This design comes from an exercise in tuning for small area and a short achievable clock period on the open sky130 flow, not from production work. Function was checked by simulation only, so behaviour that the tests miss may differ from the original.

==> flow/design.v (outline; a module is shown in full before it is edited, if it fits) <==
// module PE: 1558 lines
module PE#(
    parameter d_width = 32,
    parameter a_width = 8,
    parameter iact_size =  5,
    parameter kernel_size = 3
)
(
    input start,
    input clk, rst_n,
    input [d_width -1 : 0] weight,
    input [d_width -1 : 0] iact,
    output reg load_weight,
    output reg load_iact,
    output reg done,
    output reg [d_width -1 : 0] pe_out
);
  // ...
==> flow/flow/run.sh <==
#!/bin/bash
# Layout flow: the standard layout (standard.sh) with these changes:
#  - the port buffers are buf_2 cells instead of the cell buffer_ports picks;
#  - timing repair aims at 6.9 ns of setup slack at the 10 ns clock, and
#    may only resize cells and swap pins (no buffers, no cloning).
set -euo pipefail
cat >> config.mk <<'EOC'
export BUFFER_PORTS_ARGS = -buffer_cell sky130_fd_sc_hd__buf_2
export SETUP_SLACK_MARGIN = 6.9
export SETUP_MOVE_SEQUENCE = sizeup,swap
EOC
bash standard.sh > standard.log 2>&1
==> flow/standard.sh <==
#!/bin/bash
# synth_recipe.tcl (not shown) runs the flow's synth.tcl, then flattens the netlist and writes it again
# the make line also repeats each setting of config.mk as NAME=value (left out here)
make -C /OpenROAD-flow-scripts/flow DESIGN_CONFIG=/design/flow/config.mk WORK_HOME=/design/flow/orfs CLKGATE_MAP_FILE= SYNTH_SCRIPT=/design/flow/synth_recipe.tcl "${@:-finish}"
==> flow/config.mk <==
export PLATFORM = sky130hd
export DESIGN_NAME = PE
export DESIGN_NICKNAME = PE
export VERILOG_FILES = /design/flow/design.v
export SDC_FILE = /design/flow/constraint.sdc
export NUM_CORES = 4
export LEC_CHECK = 0
export CAP_MARGIN = 20
export CORE_MARGIN = 2
export CORE_UTILIZATION = 60
export CTS_BUF_LIST = sky130_fd_sc_hd__clkbuf_16
export CTS_CLUSTER_DIAMETER = 100
export CTS_CLUSTER_SIZE = 32
export GPL_ROUTABILITY_DRIVEN = 0
export SLEW_MARGIN = 20
export TNS_END_PERCENT = 30
export BUFFER_PORTS_ARGS = -buffer_cell sky130_fd_sc_hd__buf_2
export SETUP_SLACK_MARGIN = 6.9
export SETUP_MOVE_SEQUENCE = sizeup,swap
==> flow/constraint.sdc <==
create_clock -name core_clock -period 10.0 [get_ports {clk}]
set_input_delay 2.0000 -clock core_clock [delete_from_list [all_inputs] [get_ports {clk}]]
set_output_delay 2.0000 -clock core_clock [all_outputs]
set_load 0.01 [all_outputs]
==> results.toml, run 1 <==
[layout]
layout_commonest_cell = "xnor2_1"
multi_input_area_um2 = 16900
area_share_nonclk_buffers = 0.0331
multi_input_gates = 2076

[die]
rows = 77
n_tap_cell = 592
fp.coreArea_um2 = 44000

[clocking]
clk-insertion-delay-late_ps = 580
cts_setup_buffers = 0
cts_tree = "done"

[synth]
ys_dominant_reg_cell = "dfxtp_1"
muxShareOfSynthArea = 0.0537
synth_nets = 2894
synth-edff-count = 0
netlist_area_um2 = 26700
synth_most_common_cell = "xnor2_1"

[global_route]
met1_usage = 0.393
use_met3 = 0.0292
grt_max_degree = 66

[worst_setup_path]
critPathSlowestCell = "dfxtp_4"
critPathLaunch = "acc1_s[18]"

[sta]
skew_ps = 26.2

[drt]
dr_wl_met2_mm = 29.9
drt_iter0_markers = 1559
drc = 0
drtPass1Iterations = 6

[run_status]
status = "timing/DRC/antenna clean"

[placed_design]
io_buffers = 101
==> inputs of run 2 (changes only) <==
--- a/flow/config.mk
+++ b/flow/config.mk
@@ -11,7 +11,7 @@
 export CTS_BUF_LIST = sky130_fd_sc_hd__clkbuf_16
 export CTS_CLUSTER_DIAMETER = 100
 export CTS_CLUSTER_SIZE = 32
-export GPL_ROUTABILITY_DRIVEN = 0
+export PLACE_DENSITY_LB_ADDON = 0.2
 export SLEW_MARGIN = 20
 export TNS_END_PERCENT = 30
 export BUFFER_PORTS_ARGS = -buffer_cell sky130_fd_sc_hd__buf_2
==> run 2 against run 1 <==
  * Synthesized cell count unchanged
  * Critical path depth decreased by 13
  * Register-to-register slack about the same
  * Still clean
  * Worst hold slack improved by 2.5 ps
==> results.toml, run 2 <==
[run_status]
status = "timing/DRC/antenna clean"

[synth]
yosysTopAreaCell = "dfxtp_1"
syn_inst = 2764
synth_area_leaders = "dfxtp_1, xnor2_1, a22oi_1"
synth-edff-count = 0
synth_nets = 2894
ys_ff_latch = 444
synthTopCellsByCount = "xnor2_1, dfxtp_1, a22oi_1"
synthArstFlopShare = 0.104
synth-seq-area-share = 0.342
netlist_area_um2 = 26700
synth_cell_types = 61
ys_dominant_reg_cell = "dfxtp_1"
synth_top_area_frac = 0.299
yosys_warnings = 1
synth_most_common_cell = "xnor2_1"
syn_area_per_cell_um2 = 9.65

[sta]
relSlewSlack = 0.361
tightest_slew_ps = 948
final-hold-violation-count = 0
skew_ps = 21.8
max_freq_mhz = 317
finalMaxSlewViolations = 0
period_minus_slack_ps = 3150
setup_viol = 0
finalCritPeriodShare = 0.315
rsz0062_at_grt = "yes"
setup_ws_ps = 6850
setup_tns_ps = 0
timing.hold.ws_ps = 322

[clocking]
cts_sinks = 444
clockBufferDepth = 3
htreeDepth = 1
clkTransAtPathRegs_ps = 120
cts_tree = "done"
clk-insertion-delay-late_ps = 570
cts_inserted_buffers = 19
root_buffer = "clkbuf_16"

[drt]
vias_per_cell = 5.80
wirelength_mm = 64.3
drtPass1Iterations = 6
wl_per_cell_um = 19.3
ant_nets = 0
drt_iter0_markers = 1493
drc = 0
via_count = 19300

[layout]
nets = 2868
final_util = 0.647
layout_commonest_cell = "xnor2_1"
fin_area_um2 = 28500
stdcell_count = 3336
num_antenna_cells = 0
fill_cells = 3584
drive_above_1_share = 0.133
area_growth_pct = 6.82
final_cell_mix = "xnor2_1, dfxtp_1, a22oi_1"

[global_route]
grt_max_degree = 66
grt_pass1_wl_mm = 102
track_usage = 0.272
grt_pass1_vias = 19200
gr-total-overflow = 0
antenna_found_initial = 0

[die]
start_util = 0.606
dieHeight_um = 215
fp.coreArea_um2 = 44000
die-area_um2 = 46200
ioPinCount = 102
chipWidth_um = 215
rows = 77

[placed_design]
place_hpwl_mm = 45.4
placedCellCount = 3309
gp_congestion = 0.905
place_ws_ps = 6560
place_area_um2 = 27400
io_buffers = 101

[run]
cap_violations = 0

[worst_setup_path]
max_stage_delay_ps = 430
end_kind = "output port"
r2r_setup_slack_ps = 6850
reg2reg_from = "acc0_s[18]"
critPathSlowestCell = "dfrtp_1"
cp.required_ps = 8000
rr_worst_depth = 14
start_kind = "flip-flop"
critPathLaunch = "load_iact"
reg2reg_to = "pe_out[31]"
critPathCapture = "load_iact"
critical_path_class = "flip-flop to output port"
cp_max_fo = 3
crit_path_cell_trace = "buf_2"
crit_family = "flip-flops"
path_buf_inv = 1
cp.depth = 1
arrival_ps = 1150

[worst_hold_path]
hold_path_class = "flip-flop to flip-flop"
holdPathStages = 0
-- run 2: cell counts after synthesis --
No cell type changed its count.
-- run 2: logic make-up after synthesis --
| logic type | after synthesis | synth area share |
|---|---|---|
| buf+inv | 244 | 0.0414 |
| simple gates | 424 | 0.0705 |
| compound gates | 447 | 0.116 |
| flops | 444 | 0.342 |
| xor+xnor | 827 | 0.278 |
| mux | 133 | 0.0537 |
| fa+ha+maj | 245 | 0.0990 |
-- run 2: worst min-delay path by stage --
stage	start	to	slack [ps]
final	w1[18]	w0[18]	320
after global routing	w1[16]	w0[16]	320
after CTS	w1[16]	w0[16]	320
after detailed placement	r1[29]	r0[29]	310
after global placement	r4[17]	r3[17]	310
after floorplan	r1[0]	r0[0]	310
-- run 2: area by class of cell --
| type | count | area, um^2 | share of cell area |
|---|---|---|---|
| multi-input combinational | 2076 | 16900 | 0.591 |
| clock buffer | 19 | 475 | 0.0167 |
| tap | 592 | 741 | 0.0260 |
| clock inverter | 8 | 86.3 | 0.00303 |
| timing repair buffer | 137 | 901 | 0.0316 |
| sequential | 444 | 9220 | 0.323 |
| inverter | 60 | 225 | 0.00790 |
-- run 2: layer usage --
metal	vias to the layer above	track usage	share of wire
li1	9284	-	-
met1	9307	0.367	0.44
met2	631	0.451	0.47
met3	125	0.0350	0.065
met4	0	0.0877	0.027
met5	-	0	0
-- run 2: repair_timing --
item | in CTS | in global routing
pin swaps | 23 | 26
endpoints found under the setup margin | 75 | 81
setup buffers | 0 | 0
gates resized for setup | 64 | 81
hold buffers | 0 | 0
==> inputs of run 3 (changes only) <==
--- a/flow/config.mk
+++ b/flow/config.mk
@@ -10,8 +10,7 @@
 export CORE_UTILIZATION = 60
 export CTS_BUF_LIST = sky130_fd_sc_hd__clkbuf_16
 export CTS_CLUSTER_DIAMETER = 100
-export CTS_CLUSTER_SIZE = 32
-export PLACE_DENSITY_LB_ADDON = 0.2
+export CTS_CLUSTER_SIZE = 28
 export SLEW_MARGIN = 20
 export TNS_END_PERCENT = 30
 export BUFFER_PORTS_ARGS = -buffer_cell sky130_fd_sc_hd__buf_2
==> run 3 against run 2 <==
  * Still clean
  * Final area rose by 1.3%
  * First-iteration DRC count grew 1.6%
  * Sequential cell count is the same
  * Utilization grew 0.83 points
  * Sequential share of layout area is 0.43 points lower
  * Worst setup slack worse by 5.0 ps
==> results.toml, run 3 <==
[layout]
drive_above_1_share = 0.146
layout_commonest_cell = "xnor2_1"
fill_cells = 3666
register_area_um2 = 9210
area_growth_pct = 8.19
multi_input_area_um2 = 17100
nets = 2875
num_antenna_cells = 0
final_cell_mix = "xnor2_1, dfxtp_1, a22oi_1"

[synth]
synth_cell_types = 61
synthTopCellsByCount = "xnor2_1, dfxtp_1, a22oi_1"
netlist_area_um2 = 26700
syn_inst = 2764
yosysTopAreaCell = "dfxtp_1"
ys_dominant_reg_cell = "dfxtp_1"
synth_area_leaders = "dfxtp_1, xnor2_1, a22oi_1"
syn_area_per_cell_um2 = 9.65
synth-seq-area-share = 0.342
synth_most_common_cell = "xnor2_1"
yosys_warnings = 1
synthArstFlopShare = 0.104
ys_ff_latch = 444
synth-edff-count = 0
synth_nets = 2894
synth_top_area_frac = 0.299

[global_route]
track_usage = 0.279
gr-total-overflow = 0
grt_max_degree = 65
antenna_found_initial = 0
grt_pass1_vias = 19200
grt_pass1_wl_mm = 104

[sta]
final-hold-violation-count = 0
finalMaxSlewViolations = 0
relSlewSlack = 0.231
skew_ps = 26.5
tightest_slew_ps = 1140
rsz0062_at_grt = "yes"
setup_tns_ps = 0
max_freq_mhz = 316
finalCritPeriodShare = 0.316
setup_viol = 0
period_minus_slack_ps = 3160

[run_status]
status = "timing/DRC/antenna clean"

[worst_setup_path]
start_kind = "flip-flop"
crit_family = "flip-flops"
cp_max_fo = 2
critical_path_class = "flip-flop to output port"
end_kind = "output port"
cp.required_ps = 8000
crit_path_cell_trace = "buf_2"
max_stage_delay_ps = 420
arrival_ps = 1160
critPathSlowestCell = "dfrtp_1"
path_buf_inv = 1

[clocking]
cts_tree = "done"
clk-insertion-delay-late_ps = 580
postCtsHoldBufs = 0
root_buffer = "clkbuf_16"
htreeDepth = 1
cts_sinks = 444
cts_inserted_buffers = 21
clockBufferDepth = 3
clkTransAtPathRegs_ps = 110
cts_setup_buffers = 0

[die]
start_util = 0.606
die-area_um2 = 46200
fp.coreArea_um2 = 44000
dieHeight_um = 215
ioPinCount = 102
chipWidth_um = 215
rows = 77

[placed_design]
gp_congestion = 0.869
place_hpwl_mm = 46.5
io_buffers = 101

[drt]
via_count = 19200
drt_iter0_markers = 1517
drc = 0
ant_nets = 0
vias_per_cell = 5.74
wl_per_cell_um = 19.6
wirelength_mm = 65.4
drtPass1Iterations = 6

[worst_hold_path]
hold_path_class = "flip-flop to flip-flop"

[run]
cap_violations = 0
==> run 3: cell type report <==
type | instances | share of cell area
Clock buffer | 22 | 0.0191
Clock inverter | 8 | 0.00299
Inverter | 60 | 0.00780
Multi-Input combinational cell | 2076 | 0.592
Sequential cell | 444 | 0.319
Tap cell | 592 | 0.0257
Timing Repair Buffer | 142 | 0.0331
==> run 3: logic make-up after synthesis <==
logic type,after synthesis,synth area share
simple gates,424,0.0705
flops,444,0.342
mux,133,0.0537
xor+xnor,827,0.278
compound gates,447,0.116
fa+ha+maj,245,0.0990
buf+inv,244,0.0414
==> run 3: metrics by stage <==
stage | hold slack (ps) | setup WS [ps] | cell area [um^2] | std cells | utilization
after floorplan | 310 | 6910 | 26700 | 2764 | -
after global placement | 310 | 6590 | 27400 | 3314 | 0.623
after detailed placement | 312 | 6550 | 27400 | 3314 | 0.623
after CTS | 314 | 6800 | 28300 | 3344 | 0.643
after global routing | 324 | 6760 | 28900 | 3344 | 0.656
final | 312 | 6840 | 28900 | 3344 | 0.656
==> run 3: layer usage <==
layer  vias up  global-route usage  routed length (um)
li1       9281                   -                   -
met1      9251               0.387               29700
met2       575               0.464               30000
met3       101              0.0294                3860
met4         0              0.0759                1850
met5         -                   0                   0
==> run 3: worst paths after layout <==
path / end / cells past startpoint / slack (ps) / from
max: pe_out[28] / 1 / 6840 / pe_out[28]
min: r0[16] / 0 / 310 / r1[16]
max reg2reg: pe_out[31] / 13 / 6930 / acc1_s[17]
min reg2reg: r0[16] / 0 / 310 / r1[16]
max in group asynchronous: outp / 1 / 8170 / rst_n
min in group asynchronous: load_weight / 1 / 1400 / rst_n
==> run 3: what timing repair did <==
item,4_1_cts,5_1_grt
resized for setup,61,121
gates cloned,0,0
pin swaps,24,54
setup endpoints to repair,73,82
==> inputs of run 4 (changes only) <==
--- a/flow/config.mk
+++ b/flow/config.mk
@@ -9,10 +9,9 @@
 export CORE_MARGIN = 2
 export CORE_UTILIZATION = 60
 export CTS_BUF_LIST = sky130_fd_sc_hd__clkbuf_16
-export CTS_CLUSTER_DIAMETER = 100
-export CTS_CLUSTER_SIZE = 28
+export CTS_CLUSTER_DIAMETER = 80
+export CTS_CLUSTER_SIZE = 30
 export SLEW_MARGIN = 20
-export TNS_END_PERCENT = 30
 export BUFFER_PORTS_ARGS = -buffer_cell sky130_fd_sc_hd__buf_2
 export SETUP_SLACK_MARGIN = 6.9
 export SETUP_MOVE_SEQUENCE = sizeup,swap
==> run 4 against run 3 <==
  * Cell count rose by 0.51%
  * Die area did not move
  * Largest cell class unchanged
  * Critical path type unchanged
  * Still clean
  * First-iteration DRC count fell by 6.1%
  * Area after synthesis did not move
  * Critical path depth did not move
  * Maximum frequency fell by 0.52%
  * Non-clock buffer count did not move
==> results.toml, run 4 <==
[run_status]
status = "timing/DRC/antenna clean"

[clocking]
clk-insertion-delay-late_ps = 610
clkTransAtPathRegs_ps = 110
root_buffer = "clkbuf_16"
postCtsHoldBufs = 0
cts_setup_buffers = 0
cts_sinks = 444
clockBufferDepth = 3
cts_tree = "done"
htreeDepth = 1
cts_inserted_buffers = 27

[drt]
vias_per_cell = 5.75
via_count = 19300
drtPass1Iterations = 7
ant_nets = 0
wirelength_mm = 65.3
drc = 0
wl_per_cell_um = 19.4
drt_iter0_markers = 1425

[global_route]
grt_max_degree = 65
grt_pass1_wl_mm = 105
antenna_found_initial = 0
grt_pass1_vias = 19200
gr-total-overflow = 0
track_usage = 0.280

[sta]
final-hold-violation-count = 0
tightest_slew_ps = 1080
finalMaxSlewViolations = 0
relSlewSlack = 0.275
period_minus_slack_ps = 3180
rsz0062_at_grt = "yes"
skew_ps = 35.9
setup_viol = 0
finalCritPeriodShare = 0.318
max_freq_mhz = 315
setup_tns_ps = 0

[synth]
syn_area_per_cell_um2 = 9.65
synth_nets = 2894
synth_area_leaders = "dfxtp_1, xnor2_1, a22oi_1"
synth_most_common_cell = "xnor2_1"
yosys_warnings = 1
netlist_area_um2 = 26700
ys_ff_latch = 444
ys_dominant_reg_cell = "dfxtp_1"
synth-seq-area-share = 0.342
synth-edff-count = 0
synth_cell_types = 61
synthTopCellsByCount = "xnor2_1, dfxtp_1, a22oi_1"
synthArstFlopShare = 0.104
syn_inst = 2764
yosysTopAreaCell = "dfxtp_1"
synth_top_area_frac = 0.299

[worst_hold_path]
hold_path_class = "flip-flop to flip-flop"

[worst_setup_path]
crit_family = "flip-flops"
start_kind = "flip-flop"
cp.required_ps = 8000
arrival_ps = 1180
path_buf_inv = 1
max_stage_delay_ps = 420
critPathSlowestCell = "dfrtp_1"
critical_path_class = "flip-flop to output port"
crit_path_cell_trace = "buf_2"
end_kind = "output port"
cp_max_fo = 2

[die]
start_util = 0.606
chipWidth_um = 215
die-area_um2 = 46200
rows = 77
dieHeight_um = 215
ioPinCount = 102
fp.coreArea_um2 = 44000

[layout]
area_growth_pct = 9.99
layout_commonest_cell = "xnor2_1"
final_util = 0.667
drive_above_1_share = 0.153
nets = 2881
final_cell_mix = "xnor2_1, dfxtp_1, a22oi_1"
num_antenna_cells = 0

[placed_design]
gp_congestion = 0.869
io_buffers = 101
place_hpwl_mm = 46.5

[run]
cap_violations = 0
==> run 4: logic make-up (layout without fill, tap and decap cells) <==
logic type / Yosys count / count (layout) / share of synthesized area
mux: 133 / 133 / 0.0537
compound gates: 447 / 447 / 0.116
flops: 444 / 444 / 0.342
buf+inv: 244 / 249 / 0.0414
fa+ha+maj: 245 / 245 / 0.0990
xor+xnor: 827 / 827 / 0.278
simple gates: 424 / 424 / 0.0705
==> run 4: worst paths after layout <==
kind | from | slack, ps | depth (start not counted) | end
max in group asynchronous | rst_n | 8190 | 1 | pe_out[28]
min | r3[7] | 320 | 0 | r2[7]
max reg2reg | acc0_c[17] | 6920 | 13 | pe_out[31]
min in group asynchronous | rst_n | 1370 | 1 | load_weight
min reg2reg | r3[7] | 320 | 0 | r2[7]
max | pe_out[6] | 6820 | 1 | pe_out[6]
==> run 4: what timing repair did <==
item | CTS | global route
resized for setup | 70 | 120
pin swaps | 24 | 46
endpoints found under the setup margin | 75 | 78
==> run 4: area by class of cell <==
class,count,area [um^2]
inverters,60,225
repair buffers,142,987
multi-input cells,2076,17200
fillers,3624,14700
well taps,592,741
clock inverters,20,368
clock buffers,27,676
flip-flops and latches,444,9200
==> run 4: routing by layer <==
layer / global-route usage / up-vias / wire length (um)
met5: 0 / - / 0
met2: 0.470 / 648 / 30200
li1: - / 9314 / -
met4: 0.0718 / 0 / 1600
met1: 0.388 / 9258 / 29100
met3: 0.0289 / 94 / 4300
==> run 4: metrics by stage <==
stage          setup WS, ps  cells  cell area [um^2]  hold slack, ps
6_report               6820   3361             29300             324
3_5_place_dp           6550   3314             27400             312
4_1_cts                6800   3361             28800             329
3_3_place_gp           6590   3314             27400             310
2_1_floorplan          6910   2764             26700             310
5_1_grt                6750   3361             29300             334
==> inputs of run 5 (changes only) <==
==> flow/flow/run.sh (replaced) <==
#!/bin/bash
# Layout flow: the standard layout (standard.sh) with these changes:
#  - the port buffers are buf_2 cells instead of the cell buffer_ports picks;
#  - timing repair aims at 6.95 ns of setup slack at the 10 ns clock, and
#    may only resize cells and swap pins (no buffers, no cloning).
set -euo pipefail
cat >> config.mk <<'EOC'
export BUFFER_PORTS_ARGS = -buffer_cell sky130_fd_sc_hd__buf_2
export SETUP_SLACK_MARGIN = 6.95
export SETUP_MOVE_SEQUENCE = sizeup,swap
EOC
bash standard.sh > standard.log 2>&1
--- a/flow/config.mk
+++ b/flow/config.mk
@@ -9,9 +9,10 @@
 export CORE_MARGIN = 2
 export CORE_UTILIZATION = 60
 export CTS_BUF_LIST = sky130_fd_sc_hd__clkbuf_16
-export CTS_CLUSTER_DIAMETER = 80
-export CTS_CLUSTER_SIZE = 30
+export CTS_CLUSTER_DIAMETER = 100
+export CTS_CLUSTER_SIZE = 32
 export SLEW_MARGIN = 20
+export TNS_END_PERCENT = 30
 export BUFFER_PORTS_ARGS = -buffer_cell sky130_fd_sc_hd__buf_2
-export SETUP_SLACK_MARGIN = 6.9
+export SETUP_SLACK_MARGIN = 6.95
 export SETUP_MOVE_SEQUENCE = sizeup,swap
==> run 5 against run 4 <==
  * Still clean on timing, DRC and antenna
  * Worst setup slack improved by 19 ps
  * Die area unchanged
  * Area after synthesis unchanged
  * Register-to-register slack got worse by 60 ps
  * Synthesized cell count unchanged
  * Non-clock buffer count decreased by 4
  * First-iteration DRC count decreased by 1.7%
  * Clock-buffer cell count decreased by 6
  * Maximum frequency increased by 0.61%
  * Critical endpoint is now pe_out[30]
==> results.toml, run 5 <==
[run_status]
status = "timing/DRC/antenna clean"

[clocking]
root_buffer = "clkbuf_16"
clockBufferDepth = 3
clkTransAtPathRegs_ps = 110
cts_inserted_buffers = 21
cts_sinks = 444
cts_tree = "done"
postCtsHoldBufs = 0
cts_setup_buffers = 0
htreeDepth = 1
clk-insertion-delay-late_ps = 580

[synth]
synth-compound-area-share = 0.116
ys_ff_latch = 444
synth-edff-count = 0
yosysTopAreaCell = "dfxtp_1"
synth_most_common_cell = "xnor2_1"
syn_area_per_cell_um2 = 9.65
yosys_warnings = 1
synth_cell_types = 61
synthArstFlopShare = 0.104
syn_inst = 2764
synth_top_area_frac = 0.299
synthAdderAreaFrac = 0.0990
synth_area_leaders = "dfxtp_1, xnor2_1, a22oi_1"
muxShareOfSynthArea = 0.0537
netlist_area_um2 = 26700
synth-simple-area-share = 0.0705
synth_nets = 2894
synthTopCellsByCount = "xnor2_1, dfxtp_1, a22oi_1"
synth-seq-area-share = 0.342
synth_top_family_by_area = "XOR/XNOR gates"
ys_dominant_reg_cell = "dfxtp_1"
synth_xor_xnor_area_share = 0.278

[die]
start_util = 0.606
fp.coreArea_um2 = 44000
ioPinCount = 102
rows = 77
chipWidth_um = 215
die-area_um2 = 46200
dieHeight_um = 215

[drt]
vias_per_cell = 5.78
ant_nets = 0
wl_per_cell_um = 19.5
drc = 0
drt_iter0_markers = 1401
drtPass1Iterations = 6
via_count = 19300
wirelength_mm = 65.3

[worst_setup_path]
cp.depth = 1
max_stage_delay_ps = 430
critPathSlowestCell = "dfrtp_1"
reg2reg_from = "acc1_s[18]"
rr_worst_depth = 14
critical_path_class = "flip-flop to output port"
start_kind = "flip-flop"
cp_max_fo = 2
path_buf_inv = 1
critPathCapture = "pe_out[30]"
end_kind = "output port"
crit_path_cell_trace = "buf_2"
critPathLaunch = "pe_out[30]"
reg2reg_to = "pe_out[31]"
cp.required_ps = 8000
r2r_setup_slack_ps = 6860
crit_family = "flip-flops"
arrival_ps = 1160

[sta]
final-hold-violation-count = 0
finalCritPeriodShare = 0.316
max_freq_mhz = 317
setup_tns_ps = 0
relSlewSlack = 0.351
tightest_slew_ps = 973
finalMaxSlewViolations = 0
rsz0062_at_grt = "yes"
setup_viol = 0
setup_ws_ps = 6840
skew_ps = 34.1
period_minus_slack_ps = 3160

[layout]
num_antenna_cells = 0
drive_above_1_share = 0.155
stdcell_count = 3341
final_cell_mix = "xnor2_1, dfxtp_1, a22oi_1"
area_growth_pct = 8.79
nets = 2871
layout_commonest_cell = "xnor2_1"
fill_cells = 3666

[global_route]
track_usage = 0.278
grt_pass1_vias = 19200
antenna_found_initial = 1
grt_max_degree = 65
gr-total-overflow = 0
grt_pass1_wl_mm = 104

[placed_design]
place_ws_ps = 6440
io_buffers = 101
place_hpwl_mm = 45.8
placedCellCount = 3310
gp_congestion = 0.862

[run]
cap_violations = 0

[worst_hold_path]
hold_path_class = "flip-flop to flip-flop"
[run 5: through the flow]
stage	hold WS, ps	area, um^2	util
2_1_floorplan	310	26700	-
3_3_place_gp	310	27400	0.622
3_5_place_dp	312	27400	0.622
4_1_cts	320	28300	0.642
5_1_grt	322	29000	0.659
6_report	320	29000	0.659
[run 5: logic make-up after synthesis]
logic type               after synthesis
AO/OA/AOI/OAI                        447
XOR/XNOR                             827
adder cells (fa/ha/maj)              245
buffers and inverters                244
flip-flops                           444
multiplexers                         133
AND/OR/NAND/NOR                      424
[run 5: worst min-delay path by stage]
stage                     cells after the start  slack (ps)  startpoint     end
after floorplan                               0         310       r1[0]   r0[0]
final                                         0         320       r3[4]   r2[4]
after global placement                        0         310       w2[4]   w1[4]
after global routing                          0         320       r1[6]   r0[6]
after detailed placement                      0         310      r3[11]  r2[11]
after CTS                                     0         320       r3[4]   r2[4]
[run 5: layout make-up]
type,count,area [um^2],area share
inverters,60,225,0.00776
well taps,592,741,0.0255
flip-flops and latches,444,9210,0.317
repair buffers,138,980,0.0338
multi-input cells,2076,17200,0.593
clock inverters,10,124,0.00427
clock buffers,21,526,0.0181
[run 5: layer usage]
layer | vias to the layer above | global-route usage | share of wire
li1 | 9291 | - | -
met1 | 9261 | 0.383 | 0.45
met2 | 627 | 0.460 | 0.46
met3 | 116 | 0.0365 | 0.063
met4 | 2 | 0.0752 | 0.026
met5 | - | 0 | 0.00020
[run 5: what timing repair did]
item,in CTS,in global routing
endpoints found under the setup margin,80,87
resized for setup,67,161
pin swaps,23,68
==> inputs of run 6 (changes only) <==
==> flow/flow/run.sh (replaced) <==
#!/bin/bash
# Layout flow: the standard layout (standard.sh) with these changes:
#  - the port buffers are buf_2 cells instead of the cell buffer_ports picks;
#  - timing repair aims at 6.85 ns of setup slack at the 10 ns clock, and
#    may resize cells, swap pins and add buffers (no cloning).
set -euo pipefail
cat >> config.mk <<'EOC'
export BUFFER_PORTS_ARGS = -buffer_cell sky130_fd_sc_hd__buf_2
export SETUP_SLACK_MARGIN = 6.85
export SETUP_MOVE_SEQUENCE = sizeup,swap,buffer
EOC
bash standard.sh > standard.log 2>&1
--- a/flow/config.mk
+++ b/flow/config.mk
@@ -12,7 +12,6 @@
 export CTS_CLUSTER_DIAMETER = 100
 export CTS_CLUSTER_SIZE = 32
 export SLEW_MARGIN = 20
-export TNS_END_PERCENT = 30
 export BUFFER_PORTS_ARGS = -buffer_cell sky130_fd_sc_hd__buf_2
-export SETUP_SLACK_MARGIN = 6.95
-export SETUP_MOVE_SEQUENCE = sizeup,swap
+export SETUP_SLACK_MARGIN = 6.85
+export SETUP_MOVE_SEQUENCE = sizeup,swap,buffer
==> run 6 against run 5 <==
  * First-iteration DRC count is 2.6% higher
  * Synthesized cell count unchanged
  * Clock-buffer cell count decreased by 2
  * Sequential cell count unchanged
  * Via count is 1.3% higher
  * Non-clock buffer count up 41
  * Cell count increased by 1.1%
  * Global-route usage rose by 0.63 points
  * Highest routed layer is now met4
  * Maximum frequency down 2.2%
  * Die area unchanged
==> results.toml, run 6 <==
[drt]
wl_per_cell_um = 19.8
drt_iter0_markers = 1438
via_count = 19600
drc = 0
vias_per_cell = 5.79
drtPass1Iterations = 6
wirelength_mm = 66.7
ant_nets = 0

[worst_hold_path]
hold_path_class = "flip-flop to flip-flop"
min-delay-start = "w2[19]"

[sta]
setup_ws_ps = 6770
setup_tns_ps = 0
period_minus_slack_ps = 3230
rsz0062_at_grt = "yes"
skew_ps = 15.7
final-hold-violation-count = 0
finalCritPeriodShare = 0.323
setup_viol = 0
max_freq_mhz = 310
relSlewSlack = 0.293
finalMaxSlewViolations = 0
tightest_slew_ps = 1050

[worst_setup_path]
start_kind = "flip-flop"
cp_max_fo = 33
r2r_setup_slack_ps = 6770
critPathLaunch = "one[0]"
critPathCapture = "acc0_s[29]"
arrival_ps = 3670
critical_path_class = "flip-flop to flip-flop"
end_kind = "flip-flop"
cp.required_ps = 10450
reg2reg_from = "one[0]"
reg2reg_to = "acc0_s[29]"
rr_worst_depth = 11

[synth]
synth_top_area_frac = 0.299
yosysTopAreaCell = "dfxtp_1"
synthTopCellsByCount = "xnor2_1, dfxtp_1, a22oi_1"
synth_nets = 2894
ys_ff_latch = 444
netlist_area_um2 = 26700
synth_area_leaders = "dfxtp_1, xnor2_1, a22oi_1"
synth-seq-area-share = 0.342
synth_most_common_cell = "xnor2_1"
synthArstFlopShare = 0.104
yosys_warnings = 1
synth-edff-count = 0
syn_area_per_cell_um2 = 9.65
syn_inst = 2764
synth_cell_types = 61
ys_dominant_reg_cell = "dfxtp_1"

[layout]
nets = 2910
fin_area_um2 = 28900
final_cell_mix = "xnor2_1, dfxtp_1, a22oi_1"
num_antenna_cells = 0
area_growth_pct = 8.33
multi_input_area_um2 = 17000
drive_above_1_share = 0.151
final_util = 0.657
layout_commonest_cell = "xnor2_1"
stdcell_count = 3377
register_area_um2 = 9200
fill_cells = 3673

[global_route]
grt_pass1_wl_mm = 106
grt_pass1_vias = 19500
track_usage = 0.285
gr-total-overflow = 0
antenna_found_initial = 1
grt_max_degree = 65

[placed_design]
placedCellCount = 3313
place_area_um2 = 27400
io_buffers = 101
place_hpwl_mm = 46.4
place_ws_ps = 6500
gp_congestion = 0.856

[clocking]
cts_inserted_buffers = 19
root_buffer = "clkbuf_16"
clockBufferDepth = 3
htreeDepth = 1
cts_tree = "done"
clk-insertion-delay-late_ps = 570
postCtsHoldBufs = 0
clkTransAtPathRegs_ps = 120
cts_sinks = 444

[run]
cap_violations = 0

[die]
ioPinCount = 102
dieHeight_um = 215
start_util = 0.606
fp.coreArea_um2 = 44000
rows = 77
die-area_um2 = 46200
chipWidth_um = 215

[run_status]
status = "timing/DRC/antenna clean"
==> run 6: cell counts after synthesis <==
No cell type changed its count.
==> run 6: area by class of cell <==
cell class | instances | area share
well taps | 592 | 0.0256
clock inverters | 7 | 0.00273
inverters | 60 | 0.00779
flip-flops and latches | 444 | 0.318
clock buffers | 19 | 0.0164
multi-input cells | 2076 | 0.587
repair buffers | 179 | 0.0425
==> run 6: layer usage <==
| layer | track usage | up-vias | share of wire |
|---|---|---|---|
| li1 | - | 9356 | - |
| met1 | 0.388 | 9416 | 0.44 |
| met2 | 0.471 | 654 | 0.46 |
| met3 | 0.0364 | 131 | 0.063 |
| met4 | 0.0866 | 0 | 0.033 |
| met5 | 0 | - | 0 |
==> run 6: cells by family (layout without fill, tap and decap cells) <==
family | Yosys count | count (layout) | share of synthesized area
and+or+nand+nor | 424 | 424 | 0.0705
adders and majority gates | 245 | 245 | 0.0990
buffers and inverters | 244 | 265 | 0.0414
muxes | 133 | 133 | 0.0537
xor gates and xnor gates | 827 | 827 | 0.278
DFF | 444 | 444 | 0.342
AOI/OAI and AO/OA | 447 | 447 | 0.116
==> run 6: worst max-delay path, cell delays in order, from the launching register on <==
cell and delay (ps):
dfxtp_2 350, buf_12 160, a22oi_2 270, xnor2_2 130, maj3_1 450, xnor2_2 210, xnor3_1 470, xor2_1 190
xnor2_1 260, xor2_1 190, ha_2 290, nor2b_1 120
==> run 6: what timing repair did <==
item / 4_1_cts / 5_1_grt
buffers inserted: 17 / 21
setup endpoints to repair: 46 / 61
pin swaps: 21 / 19
gates resized for setup: 58 / 95
hold endpoints to repair: 0 / 0
==> run 6: worst min-delay path by stage <==
stage	endpoint	slack [ps]	depth (start not counted)
6_report	w1[19]	320	0
5_1_grt	w1[19]	320	0
4_1_cts	w1[19]	320	0
3_5_place_dp	r0[2]	310	0
3_3_place_gp	w0[20]	310	0
2_1_floorplan	r0[0]	310	0
==> run 6: per-stage QoR <==
| step | hold slack (ps) |
|---|---|
| 2_1_floorplan | 310 |
| 3_3_place_gp | 309 |
| 3_5_place_dp | 312 |
| 4_1_cts | 321 |
| 5_1_grt | 320 |
| 6_report | 322 |
==> inputs of run 7 (changes only) <==
==> flow/flow/run.sh (replaced) <==
#!/bin/bash
# Layout flow: the standard layout (standard.sh), with the port buffers
# made as buf_2 cells instead of the cell buffer_ports picks by default.
set -euo pipefail
cat >> config.mk <<'EOC'
export BUFFER_PORTS_ARGS = -buffer_cell sky130_fd_sc_hd__buf_2
EOC
bash standard.sh > standard.log 2>&1
--- a/flow/config.mk
+++ b/flow/config.mk
@@ -13,5 +13,3 @@
 export CTS_CLUSTER_SIZE = 32
 export SLEW_MARGIN = 20
 export BUFFER_PORTS_ARGS = -buffer_cell sky130_fd_sc_hd__buf_2
-export SETUP_SLACK_MARGIN = 6.85
-export SETUP_MOVE_SEQUENCE = sizeup,swap,buffer
==> run 7 against run 6 <==
  * Largest cell class unchanged
  * Synthesized cell count did not move
  * Via count down 1.2%
==> results.toml, run 7 <==
[run_status]
status = "timing/DRC/antenna clean"

[clocking]
postCtsHoldBufs = 0
root_buffer = "clkbuf_16"
cts.repair.resized = 0
clkTransAtPathRegs_ps = 120
htreeDepth = 1
clk-insertion-delay-late_ps = 590
cts_setup_buffers = 0
cts_tree = "done"
cts_inserted_buffers = 19
cts_sinks = 444
clockBufferDepth = 3

[worst_setup_path]
reg2reg_from = "acc0_c[18]"
crit_path_cell_trace = "xor2_1 -> xor2_1 -> maj3_1 -> ha_1 -> a21o_1 -> a21o_1 -> a21oi_1 -> o21ai_0 -> a221oi_1 -> a21bo_2 -> a31oi_2 -> o21bai_1 -> and3_1 -> nor4_1"
path_buf_inv = 0
max_stage_delay_ps = 400
rr_worst_depth = 14
crit_family = "compound AO/OA/AOI/OAI gates"
critPathSlowestCell = "dfxtp_1"
start_kind = "flip-flop"
end_kind = "flip-flop"
cp.required_ps = 10490
reg2reg_to = "pe_out[30]"
r2r_setup_slack_ps = 6340
cp_max_fo = 4
critical_path_class = "flip-flop to flip-flop"
arrival_ps = 4150

[layout]
area_growth_pct = 4.66
nets = 2869
stdcell_count = 3338
final_cell_mix = "xnor2_1, dfxtp_1, a22oi_1"
drive_above_1_share = 0.0994
layout_commonest_cell = "xnor2_1"
fill_cells = 3777
num_antenna_cells = 0

[synth]
ys_dominant_reg_cell = "dfxtp_1"
ys_ff_latch = 444
synth_area_leaders = "dfxtp_1, xnor2_1, a22oi_1"
synth-edff-count = 0
netlist_area_um2 = 26700
synth_cell_types = 61
synthTopCellsByCount = "xnor2_1, dfxtp_1, a22oi_1"
syn_area_per_cell_um2 = 9.65
syn_inst = 2764
yosys_warnings = 1
synthArstFlopShare = 0.104
synth_nets = 2894
synth-seq-area-share = 0.342
yosysTopAreaCell = "dfxtp_1"
synth_top_area_frac = 0.299
synth_most_common_cell = "xnor2_1"

[worst_hold_path]
hold_path_class = "flip-flop to flip-flop"
min-delay-start = "r1[13]"
holdPathStages = 0
whs_endpoint = "r0[13]"

[global_route]
antenna_found_initial = 0
grt_pass1_wl_mm = 104
gr-total-overflow = 0
grt_pass1_vias = 19000
track_usage = 0.279
grt_max_degree = 79

[sta]
finalCritPeriodShare = 0.366
setup_ws_ps = 6340
rsz0062_at_grt = "no"
setup_viol = 0
max_freq_mhz = 273
finalMaxSlewViolations = 0
skew_ps = 30.9
tightest_slew_ps = 1130
period_minus_slack_ps = 3660
relSlewSlack = 0.243
setup_tns_ps = 0
final-hold-violation-count = 0

[die]
ioPinCount = 102
fp.coreArea_um2 = 44000
rows = 77
start_util = 0.606
die-area_um2 = 46200
dieHeight_um = 215
chipWidth_um = 215

[drt]
drt_iter0_markers = 1609
wirelength_mm = 65.1
wl_per_cell_um = 19.5
via_count = 19300
drtPass1Iterations = 6
drc = 0
vias_per_cell = 5.79
ant_nets = 0

[run]
cap_violations = 0

[placed_design]
placedCellCount = 3310
place_hpwl_mm = 46.4
gp_congestion = 0.895
io_buffers = 101
place_ws_ps = 6340
[run 7: cell counts after synthesis]
Identical to the previous run, type by type.
[run 7: stage by stage]
stage	utilization	area (um^2)	hold WS, ps
after floorplan	-	26700	310
after global placement	0.621	27300	310
after detailed placement	0.621	27300	312
after CTS	0.634	27900	332
after global routing	0.634	27900	336
final	0.634	27900	313
[run 7: layout make-up]
class                           instances  area, um^2  area share
Clock buffer                           20         500      0.0179
Tap cell                              592         741      0.0265
Multi-Input combinational cell       2076       16500       0.590
Timing Repair Buffer                  138         786      0.0281
Inverter                               60         225     0.00806
Sequential cell                       444        9130       0.327
Clock inverter                          8        85.1     0.00305
[run 7: routing by layer]
| metal | global-route usage | part of all wire | vias up |
|---|---|---|---|
| li1 | - | - | 9283 |
| met1 | 0.386 | 0.46 | 9349 |
| met2 | 0.458 | 0.45 | 588 |
| met3 | 0.0341 | 0.055 | 110 |
| met4 | 0.0785 | 0.031 | 0 |
| met5 | 0 | 0 | - |
[run 7: how the worst max path moves through the flow]
stage | end | cells past startpoint | from | slack (ps)
after global routing | pe_out[30] | 14 | acc0_c[18] | 6040
after CTS | pe_out[30] | 14 | acc0_c[18] | 6310
after global placement | pe_out[30] | 14 | acc0_c[18] | 6490
after detailed placement | pe_out[30] | 14 | acc0_c[18] | 6340
final | pe_out[30] | 14 | acc0_c[18] | 6340
after floorplan | pe_out[30] | 14 | acc0_c[18] | 6680
[run 7: kinds of logic (layout without fill, tap and decap cells)]
group           count (synthesis)  in the layout  synth area share
compound gates                447            447             0.116
xor+xnor                      827            827             0.278
fa+ha+maj                     245            245            0.0990
buf+inv                       244            226            0.0414
flops                         444            444             0.342
mux                           133            133            0.0537
simple gates                  424            424            0.0705
==> inputs of run 8 (changes only) <==
==> flow/run.sh (new file) <==
#!/bin/bash
# synth_recipe.tcl (not shown) runs the flow's synth.tcl, then flattens the netlist and writes it again
# the make line also repeats each setting of config.mk as NAME=value (left out here)
make -C /OpenROAD-flow-scripts/flow DESIGN_CONFIG=/design/flow/config.mk WORK_HOME=/design/flow/orfs CLKGATE_MAP_FILE= SYNTH_SCRIPT=/design/flow/synth_recipe.tcl finish
--- a/flow/config.mk
+++ b/flow/config.mk
@@ -12,4 +12,3 @@
 export CTS_CLUSTER_DIAMETER = 100
 export CTS_CLUSTER_SIZE = 32
 export SLEW_MARGIN = 20
-export BUFFER_PORTS_ARGS = -buffer_cell sky130_fd_sc_hd__buf_2
removed: flow/flow/run.sh
removed: flow/standard.sh
==> run 8 against run 7 <==
  * Still clean
  * First-iteration DRC count decreased by 5.8%
  * Maximum frequency decreased by 0.74%
  * Synthesized cell count is the same
  * Non-clock buffer count is 1 higher
  * Register-to-register slack lost 30 ps
  * Global-route usage rose by 0.21 points
  * Final area grew 1.7%
  * Worst hold slack worse by 4.1 ps
  * Critical endpoint unchanged
==> results.toml, run 8 <==
[clocking]
cts.repair.resized = 0
clk-insertion-delay-late_ps = 580
cts_sinks = 444
htreeDepth = 1
clockBufferDepth = 3
cts_setup_buffers = 0
root_buffer = "clkbuf_16"
clkTransAtPathRegs_ps = 120
postCtsHoldBufs = 0
cts_inserted_buffers = 19
cts_tree = "done"

[synth]
syn_inst = 2764
synth_cell_types = 61
synthTopCellsByCount = "xnor2_1, dfxtp_1, a22oi_1"
netlist_area_um2 = 26700
ys_dominant_reg_cell = "dfxtp_1"
syn_area_per_cell_um2 = 9.65
synth_most_common_cell = "xnor2_1"
synth_top_area_frac = 0.299
synth-edff-count = 0
yosysTopAreaCell = "dfxtp_1"
yosys_warnings = 1
synth-seq-area-share = 0.342
synth_nets = 2894
synthArstFlopShare = 0.104
synth_area_leaders = "dfxtp_1, xnor2_1, a22oi_1"
ys_ff_latch = 444

[worst_setup_path]
cp.required_ps = 10460
crit_path_cell_trace = "xor2_1 -> xor2_1 -> maj3_1 -> ha_1 -> a21o_1 -> a21o_1 -> a21oi_1 -> o21ai_0 -> a221oi_1 -> a21bo_2 -> a31oi_2 -> o21bai_1 -> and3_1 -> nor4_1"
max_stage_delay_ps = 390
cp_max_fo = 4
arrival_ps = 4150
end_kind = "flip-flop"
critical_path_class = "flip-flop to flip-flop"
start_kind = "flip-flop"
rr_worst_depth = 14
critPathSlowestCell = "dfxtp_1"

[global_route]
grt_pass1_wl_mm = 104
track_usage = 0.281
gr-total-overflow = 0
grt_pass1_vias = 19100
antenna_found_initial = 0
grt_max_degree = 63

[drt]
via_count = 19300
drc = 0
wl_per_cell_um = 19.7
wirelength_mm = 65.6
ant_nets = 0
vias_per_cell = 5.78
drtPass1Iterations = 5
drt_iter0_markers = 1516

[sta]
finalCritPeriodShare = 0.369
setup_viol = 0
period_minus_slack_ps = 3690
relSlewSlack = 0.274
max_freq_mhz = 271
final-hold-violation-count = 0
rsz0062_at_grt = "no"
tightest_slew_ps = 1090
skew_ps = 35.9
finalMaxSlewViolations = 0
setup_tns_ps = 0

[die]
ioPinCount = 102
rows = 77
chipWidth_um = 215
fp.coreArea_um2 = 44000
dieHeight_um = 215
die-area_um2 = 46200
start_util = 0.606

[run]
cap_violations = 0

[placed_design]
io_buffers = 101
gp_congestion = 0.910
place_hpwl_mm = 46.7

[layout]
layout_commonest_cell = "xnor2_1"
nets = 2870
num_antenna_cells = 0
final_util = 0.645
final_cell_mix = "xnor2_1, dfxtp_1, a22oi_1"
drive_above_1_share = 0.0630
area_growth_pct = 6.41

[worst_hold_path]
holdPathStages = 0
hold_path_class = "flip-flop to flip-flop"

[run_status]
status = "timing/DRC/antenna clean"
==> run 8: cell families (layout without fill, tap and decap cells) <==
kind of cell	Yosys count	count (layout)	synth area share
compound gates	447	447	0.116
xor+xnor	827	827	0.278
fa+ha+maj	245	245	0.0990
buf+inv	244	225	0.0414
flops	444	444	0.342
mux	133	133	0.0537
simple gates	424	424	0.0705
==> run 8: final timing paths <==
kind | startpoint | endpoint | slack (ps)
setup / recovery | acc0_c[18] | pe_out[30] | 6310
hold / removal | w1[10] | w0[10] | 310
setup reg to reg | acc0_c[18] | pe_out[30] | 6310
hold reg to reg | w1[10] | w0[10] | 310
max in group asynchronous | rst_n | pe_out[24] | 8160
min in group asynchronous | rst_n | load_weight | 1400
==> run 8: metal layers <==
metal | GRT usage | wire length (um) | up-vias
li1 | - | - | 9272
met1 | 0.375 | 29200 | 9276
met2 | 0.458 | 29500 | 628
met3 | 0.0471 | 4410 | 126
met4 | 0.103 | 2470 | 0
met5 | 0 | 0 | -
==> run 8: worst max-delay path, delay by kind of cell (launching register included) <==
family          cells  cell delay [ps]
compound gates      8             1590
xor+xnor            2              400
fa+ha+maj           2              740
flops               1              390
simple gates        2              460
==> run 8: layout make-up <==
class                      count  area (um^2)
clock buffer                  19          475
clock inverter                 7         70.1
fill                        3716        15600
inverter                      60          225
multi-input combinational   2076        16500
sequential                   444         9120
tap                          592          741
timing repair buffer         139         1290
==> run 8: through the flow <==
stage               hold slack (ps)  std cells  area [um^2]  setup WS, ps
floorplan                       310       2764        26700          6680
global route                    328       3337        28400          6090
detailed placement              312       3311        27800          6340
finish                          308       3337        28400          6310
CTS                             322       3337        28400          6300
global placement                310       3311        27800          6470
==> inputs of run 9 (changes only) <==
==> flow/flow/run.sh (new file) <==
#!/bin/bash
# Layout flow: the standard layout (standard.sh) with these changes:
#  - the port buffers are buf_4 cells instead of the cell buffer_ports picks;
#  - timing repair aims at 6.9 ns of setup slack at the 10 ns clock, and
#    may only resize cells and swap pins (no buffers, no cloning).
set -euo pipefail
cat >> config.mk <<'EOC'
export BUFFER_PORTS_ARGS = -buffer_cell sky130_fd_sc_hd__buf_4
export SETUP_SLACK_MARGIN = 6.9
export SETUP_MOVE_SEQUENCE = sizeup,swap
EOC
bash standard.sh > standard.log 2>&1
==> flow/standard.sh (new file) <==
#!/bin/bash
# synth_recipe.tcl (not shown) runs the flow's synth.tcl, then flattens the netlist and writes it again
# the make line also repeats each setting of config.mk as NAME=value (left out here)
make -C /OpenROAD-flow-scripts/flow DESIGN_CONFIG=/design/flow/config.mk WORK_HOME=/design/flow/orfs CLKGATE_MAP_FILE= SYNTH_SCRIPT=/design/flow/synth_recipe.tcl "${@:-finish}"
--- a/flow/config.mk
+++ b/flow/config.mk
@@ -12,3 +12,7 @@
 export CTS_CLUSTER_DIAMETER = 100
 export CTS_CLUSTER_SIZE = 32
 export SLEW_MARGIN = 20
+export TNS_END_PERCENT = 30
+export BUFFER_PORTS_ARGS = -buffer_cell sky130_fd_sc_hd__buf_4
+export SETUP_SLACK_MARGIN = 6.9
+export SETUP_MOVE_SEQUENCE = sizeup,swap
removed: flow/run.sh
==> run 9 against run 8 <==
  * Clock-buffer cell count is 2 higher
  * Die area stayed put
  * Register-to-register slack better by 490 ps
  * Routed wire length is 0.77% lower
  * Synthesized cell count stayed put
  * Global-route usage is 0.15 points lower
  * Worst hold slack worse by 0.80 ps
  * Utilization is 1.2 points higher
  * Maximum frequency is 15% higher
  * Cell count is 0.18% higher
  * Critical endpoint unchanged
  * Critical path depth stayed put
==> results.toml, run 9 <==
[die]
ioPinCount = 102
rows = 77
start_util = 0.606
die-area_um2 = 46200
chipWidth_um = 215
fp.coreArea_um2 = 44000
dieHeight_um = 215

[placed_design]
place_ws_ps = 6570
gp_congestion = 0.855
placedCellCount = 3314
io_buffers = 101
place_area_um2 = 27700
place_hpwl_mm = 46.1

[clocking]
cts_inserted_buffers = 20
cts_sinks = 444
cts_setup_buffers = 0
clockBufferDepth = 3
clkTransAtPathRegs_ps = 120
htreeDepth = 1
cts_tree = "done"
root_buffer = "clkbuf_16"
clk-insertion-delay-late_ps = 580

[synth]
synthArstFlopShare = 0.104
ys_dominant_reg_cell = "dfxtp_1"
synthTopCellsByCount = "xnor2_1, dfxtp_1, a22oi_1"
synth-seq-area-share = 0.342
yosys_warnings = 1
synth_nets = 2894
synth_area_leaders = "dfxtp_1, xnor2_1, a22oi_1"
syn_area_per_cell_um2 = 9.65
ys_ff_latch = 444
synth_most_common_cell = "xnor2_1"
synth_top_area_frac = 0.299
syn_inst = 2764
netlist_area_um2 = 26700
yosysTopAreaCell = "dfxtp_1"
synth_cell_types = 61
synth-edff-count = 0

[sta]
skew_ps = 31.4
max_freq_mhz = 313
timing.hold.ws_ps = 308
period_minus_slack_ps = 3200
final-hold-violation-count = 0
finalMaxSlewViolations = 0
setup_viol = 0
finalCritPeriodShare = 0.320
rsz0062_at_grt = "yes"
setup_ws_ps = 6800
relSlewSlack = 0.300
setup_tns_ps = 0
tightest_slew_ps = 1040

[drt]
ant_nets = 0
drc = 0
wirelength_mm = 65.1
wl_per_cell_um = 19.5
drt_iter0_markers = 1521
drtPass1Iterations = 6
vias_per_cell = 5.78
via_count = 19300

[worst_setup_path]
crit_path_cell_trace = "xnor2_4 -> xnor2_4 -> mux2_4 -> ha_1 -> a21o_1 -> a21o_1 -> a21oi_2 -> o21ai_2 -> a221oi_2 -> a21bo_4 -> a31oi_4 -> o21bai_1 -> and3_1 -> nor4_2"
arrival_ps = 3670
crit_family = "compound AO/OA/AOI/OAI gates"
critical_path_class = "flip-flop to flip-flop"
end_kind = "flip-flop"
critPathSlowestCell = "dfxtp_2"
path_buf_inv = 0
max_stage_delay_ps = 370
cp.required_ps = 10480
start_kind = "flip-flop"
cp_max_fo = 4

[run_status]
status = "timing/DRC/antenna clean"

[worst_hold_path]
hold_path_class = "flip-flop to flip-flop"

[layout]
final_util = 0.657
stdcell_count = 3343
num_antenna_cells = 0
final_cell_mix = "xnor2_1, dfxtp_1, a22oi_1"
nets = 2874
area_growth_pct = 8.34
layout_commonest_cell = "xnor2_1"
fin_area_um2 = 28900
drive_above_1_share = 0.137

[global_route]
track_usage = 0.279
grt_max_degree = 65
grt_pass1_wl_mm = 104
grt_pass1_vias = 19200
antenna_found_initial = 0
gr-total-overflow = 0

[run]
cap_violations = 0
-- run 9: cell types whose count changed in the layout (fill, tap and decap cells not counted), moves of 10 or more --
cell | before | now
clkdlybuf4s50_1 | 100 | 0
buf_4 | 39 | 121
dfxtp_1 | 396 | 362
xnor2_1 | 656 | 626
xnor2_2 | 4 | 30
dfxtp_2 | 2 | 26
buf_6 | 0 | 15
dfxtp_4 | 0 | 10
-- run 9: cell type report --
type | instances | area [um^2]
Sequential cell | 444 | 9190
Tap cell | 592 | 741
Timing Repair Buffer | 142 | 1180
Clock inverter | 8 | 118
Multi-Input combinational cell | 2076 | 16900
Clock buffer | 21 | 526
Inverter | 60 | 225
Fill cell | 3702 | 15100
-- run 9: final timing paths --
kind,from,endpoint,slack [ps],cells past startpoint
worst min-delay path,w2[18],w1[18],310,0
min in group asynchronous,rst_n,load_iact,1420,1
worst max-delay path,acc0_s[17],pe_out[30],6800,14
worst max register to register,acc0_s[17],pe_out[30],6800,14
worst min register to register,w2[18],w1[18],310,0
max in group asynchronous,rst_n,outp,8150,1
-- run 9: cell families (layout without fill, tap and decap cells) --
logic type	Yosys count	count (layout)	share of synthesized area
DFF	444	444	0.342
adders and majority gates	245	245	0.0990
muxes	133	133	0.0537
and+or+nand+nor	424	424	0.0705
xor gates and xnor gates	827	827	0.278
buffers and inverters	244	231	0.0414
AOI/OAI and AO/OA	447	447	0.116
-- run 9: layer usage --
layer  GRT usage  vias up  routed length (um)
met2       0.454      579               30000
li1            -     9304                   -
met3      0.0337      104                4280
met1       0.390     9347               29100
met4      0.0831        0                1790
met5           0        -                   0
-- run 9: worst register-to-register path, stage by stage (launching register included) --
cell      delay [ps]
dfxtp_2          370
xnor2_4          250
xnor2_4          180
mux2_4           340
ha_1             220
a21o_1           160
a21o_1           160
a21oi_2          140
o21ai_2           90
a221oi_2         270
a21bo_4          290
a31oi_4          210
o21bai_1         130
and3_1           170
nor4_2           140
-- run 9: timing repair --
item                                   in CTS  in global routing
setup endpoints to repair                  74                 82
pin swaps                                  22                 27
endpoints found under the hold margin       0                  0
gates resized for setup                    62                 80
hold buffers                                0                  0

[static timing again, ports no longer ideal]
The results above use ideal ports. As a check the final layouts listed here were re-extracted and re-timed, cells and wires unchanged. Step 1 (the two cells are an assumption about what drives the block):
set clk [get_ports {clk}]
set_driving_cell -lib_cell sky130_fd_sc_hd__clkbuf_16 $clk
set_driving_cell -lib_cell sky130_fd_sc_hd__buf_2 [delete_from_list [all_inputs] $clk]
Step 2 also shifts input and output timing later by t, the mid clock arrival at the registers, as if the neighbouring blocks saw the same clock. Three values: ideal ports, drivers, drivers and shift; two values: the first two.
run	t (ns)	setup slack, ns	clock arrival spread, ns
run 1	0.624	6.855 / 6.806 / 6.841	0.026 / 0.026
run 2	0.619	6.845 / 6.785 / 6.750	0.023 / 0.022
run 3	0.629	6.840 / 6.782 / 6.843	0.027 / 0.027
run 4	0.650	6.824 / 6.764 / 6.834	0.038 / 0.038
run 5	0.623	6.843 / 6.786 / 6.727	0.038 / 0.038
run 6	0.623	6.774 / 6.774 / 6.772	0.019 / 0.019
run 7	0.627	6.337 / 6.337 / 6.337	0.033 / 0.033
run 8	0.618	6.310 / 6.310 / 6.310	0.038 / 0.038
run 9	0.611	6.803 / 6.790 / 6.803	0.050 / 0.051
After both steps every run listed still meets setup and hold. For run 5, which loses most, drivers alone change the setup slack by -0.057 ns; drivers and shift together by -0.116 ns.
